Background: an optimization exercise with open tools, aiming at small area. Do not read the settings as production practice.
Only simulation tests tie the RTL to the original design; equivalence was not proved.

Design fir16_top, start of the top module:
module fir16_top (clk, reset, sample_in, y_out);
    input clk;
    input reset;
    input  signed [15:0] sample_in;
    output signed [35:0] y_out;
    reg [15:0] tap0;
    reg [15:0] tap1;
    reg [15:0] tap2;
    reg [15:0] tap3;
    reg [15:0] tap4;
    reg [15:0] tap5;
    reg [15:0] tap6;
    reg [15:0] tap7;
    reg [15:0] tap8;
    reg [15:0] tap9;
    reg [15:0] tap10;
    reg [15:0] tap11;
    reg [15:0] tap12;
    reg [15:0] tap13;
    reg [15:0] tap14;
    reg [15:0] tap15;
    reg [15:0] tap16;
    always @(posedge clk) begin
        if (reset) begin
            tap0 <= 16'h0000;
            tap1 <= 16'h0000;
            tap2 <= 16'h0000;
            tap3 <= 16'h0000;
            tap4 <= 16'h0000;
            tap5 <= 16'h0000;
            tap6 <= 16'h0000;
            tap7 <= 16'h0000;
            tap8 <= 16'h0000;
            tap9 <= 16'h0000;
            tap10 <= 16'h0000;
            tap11 <= 16'h0000;
            tap12 <= 16'h0000;
            tap13 <= 16'h0000;
            tap14 <= 16'h0000;
            tap15 <= 16'h0000;
            tap16 <= 16'h0000;
        end else begin
            tap0 <= sample_in;
            tap1 <= tap0;
            tap2 <= tap1;
            tap3 <= tap2;
            tap4 <= tap3;
            tap5 <= tap4;
            tap6 <= tap5;
            tap7 <= tap6;
            tap8 <= tap7;
            tap9 <= tap8;
            tap10 <= tap9;
            tap11 <= tap10;
            tap12 <= tap11;
            tap13 <= tap12;
            tap14 <= tap13;
            tap15 <= tap14;
            tap16 <= tap15;
        end
    end
    wire n1, n2, n3, n4, n5, n6, n7, n8, n9, n10, n11, n12, n13, n14, n15, n16;
    wire n17, n18, n19, n20, n21, n22, n23, n24, n25, n26, n27, n28, n29, n30, n31, n32;
    wire n33, n34, n35, n36, n37, n38, n39, n40, n41, n42, n43, n44, n45, n46, n47, n48;
    wire n49, n50, n51, n52, n53, n54, n55, n56, n57, n58, n59, n60, n61, n62, n63, n64;
    wire n65, n66, n67, n68, n69, n70, n71, n72, n73, n74, n75, n76, n77, n78, n79, n80;
  ...
Size in the first run: ~310 flip-flops, roughly 0.021 mm^2 of cells after synthesis.
make LEC_CHECK=0 CAP_MARGIN=20 CORE_MARGIN=2 CORE_UTILIZATION=40 SLEW_MARGIN=20 SYNTH_HIERARCHICAL=1 SYNTH_MINIMUM_KEEP_SIZE=0 finish   # period 8.0 ns
run.sh (not shown) runs the stock make flow with config.mk's settings and CLKGATE_MAP_FILE= SYNTH_SCRIPT=/design/flow/synth_recipe.tcl, a recipe that flattens the netlist after the stock synthesis.
Change:
Settings changed: CTS_BUF_LIST set to sky130_fd_sc_hd__clkbuf_8 sky130_fd_sc_hd__clkbuf_16, CTS_CLUSTER_DIAMETER set to 60, CTS_CLUSTER_SIZE set to 18.
Outcome: Sequential share of layout area came out higher by 0.15 points. Utilization came out lower by 0.26 points. Routed wire length went down slightly. Area after synthesis is unchanged. Fmax barely changes. Worst hold slack got worse by 12 ps. Design area came out lower slightly. Setup slack is worse by 4.2 ps.
Change:
Settings changed: CTS_BUF_LIST sky130_fd_sc_hd__clkbuf_8 sky130_fd_sc_hd__clkbuf_16 to sky130_fd_sc_hd__clkbuf_8, CTS_CLUSTER_DIAMETER 60 to 80, CTS_CLUSTER_SIZE 18 to 16.
Outcome:
- The new run went through all stages and came out clean
- design area goes down by 2.2%
- setup slack is better by 42 ps
- clock-buffer cell count came out lower by 1

* * *

Another version of the RTL of fir16_top (not shown whole).
Size in the first run: ~1000 cells after synthesis, roughly 310 flip-flops, ~54 I/O pins, roughly 18000 sq um of cells after synthesis.
clock: 8.0 ns
lec_check: 0
cap_margin: 20
core_margin: 2
core_utilization: 70
cts_buf_list: sky130_fd_sc_hd__clkbuf_8
cts_cluster_diameter: 80
cts_cluster_size: 16
slew_margin: 20
synth_hierarchical: 1
synth_minimum_keep_size: 0
standard.sh (not shown) runs the stock make flow with config.mk's settings and CLKGATE_MAP_FILE= SYNTH_SCRIPT=/design/flow/synth_recipe.tcl, a recipe that flattens the netlist after the stock synthesis.
==> flow/flow/run.sh <==
#!/bin/bash
# Standard layout; only the port buffers are the smallest buffer cell.
set -euo pipefail
bash standard.sh 'BUFFER_PORTS_ARGS=-buffer_cell sky130_fd_sc_hd__buf_1' finish > standard_flow.log 2>&1
The first run finished with timing, DRC and antenna clean.
Rerun with:
CTS_BUF_LIST = sky130_fd_sc_hd__clkbuf_2 sky130_fd_sc_hd__clkbuf_4 sky130_fd_sc_hd__clkbuf_8   (was sky130_fd_sc_hd__clkbuf_8)
=> The changed run completed with no timing, DRC or antenna violations. Wire length barely changes. Final cell count is unchanged. Flip-flop and latch count stays the same. First-iteration DRC count went up by roughly a tenth. Count of clock-buffer cells in the layout went up by 15. Final area hardly moves. Register-to-register slack stays flat. Worst setup slack stays flat.

## port drivers added, routing unchanged
In the flow no input, the clock included, has a driving cell. The finished layouts below were timed again as built, in two steps.
Step 1 sets driving cells, clkbuf_16 on the clock port and buf_2 on the other inputs (assumed; they add their load-dependent delay and slew).
Step 2 times the ports against the registers' clock, not the clock port: input delays grow and output delays shrink by t, the midpoint of the rising clock arrivals with the driver on.
Slacks: ideal ports / drivers / drivers and shift; pairs: ideal ports / drivers.
| run | t, ns | setup slack, ns | slew at the worst register clock pin (ns) | worst data-port slew with drivers (ns) |
|---|---|---|---|---|
| the first run of note 1 | 0.601 | 0.279 / 0.223 / 0.563 | 0.07 / 0.07 | 0.07 |
| the second run of note 1 | 0.645 | 0.275 / 0.218 / 0.571 | 0.08 / 0.08 | 0.07 |
| the third run of note 1 | 0.667 | 0.317 / 0.264 / 0.564 | 0.11 / 0.11 | 0.07 |
| the first run of note 2 | 0.595 | 0.198 / 0.198 / 0.198 | 0.11 / 0.11 | 0.04 |
| the second run of note 2 | 0.596 | 0.200 / 0.201 / 0.201 | 0.11 / 0.11 | 0.04 |
After both steps every run listed still meets setup and hold.
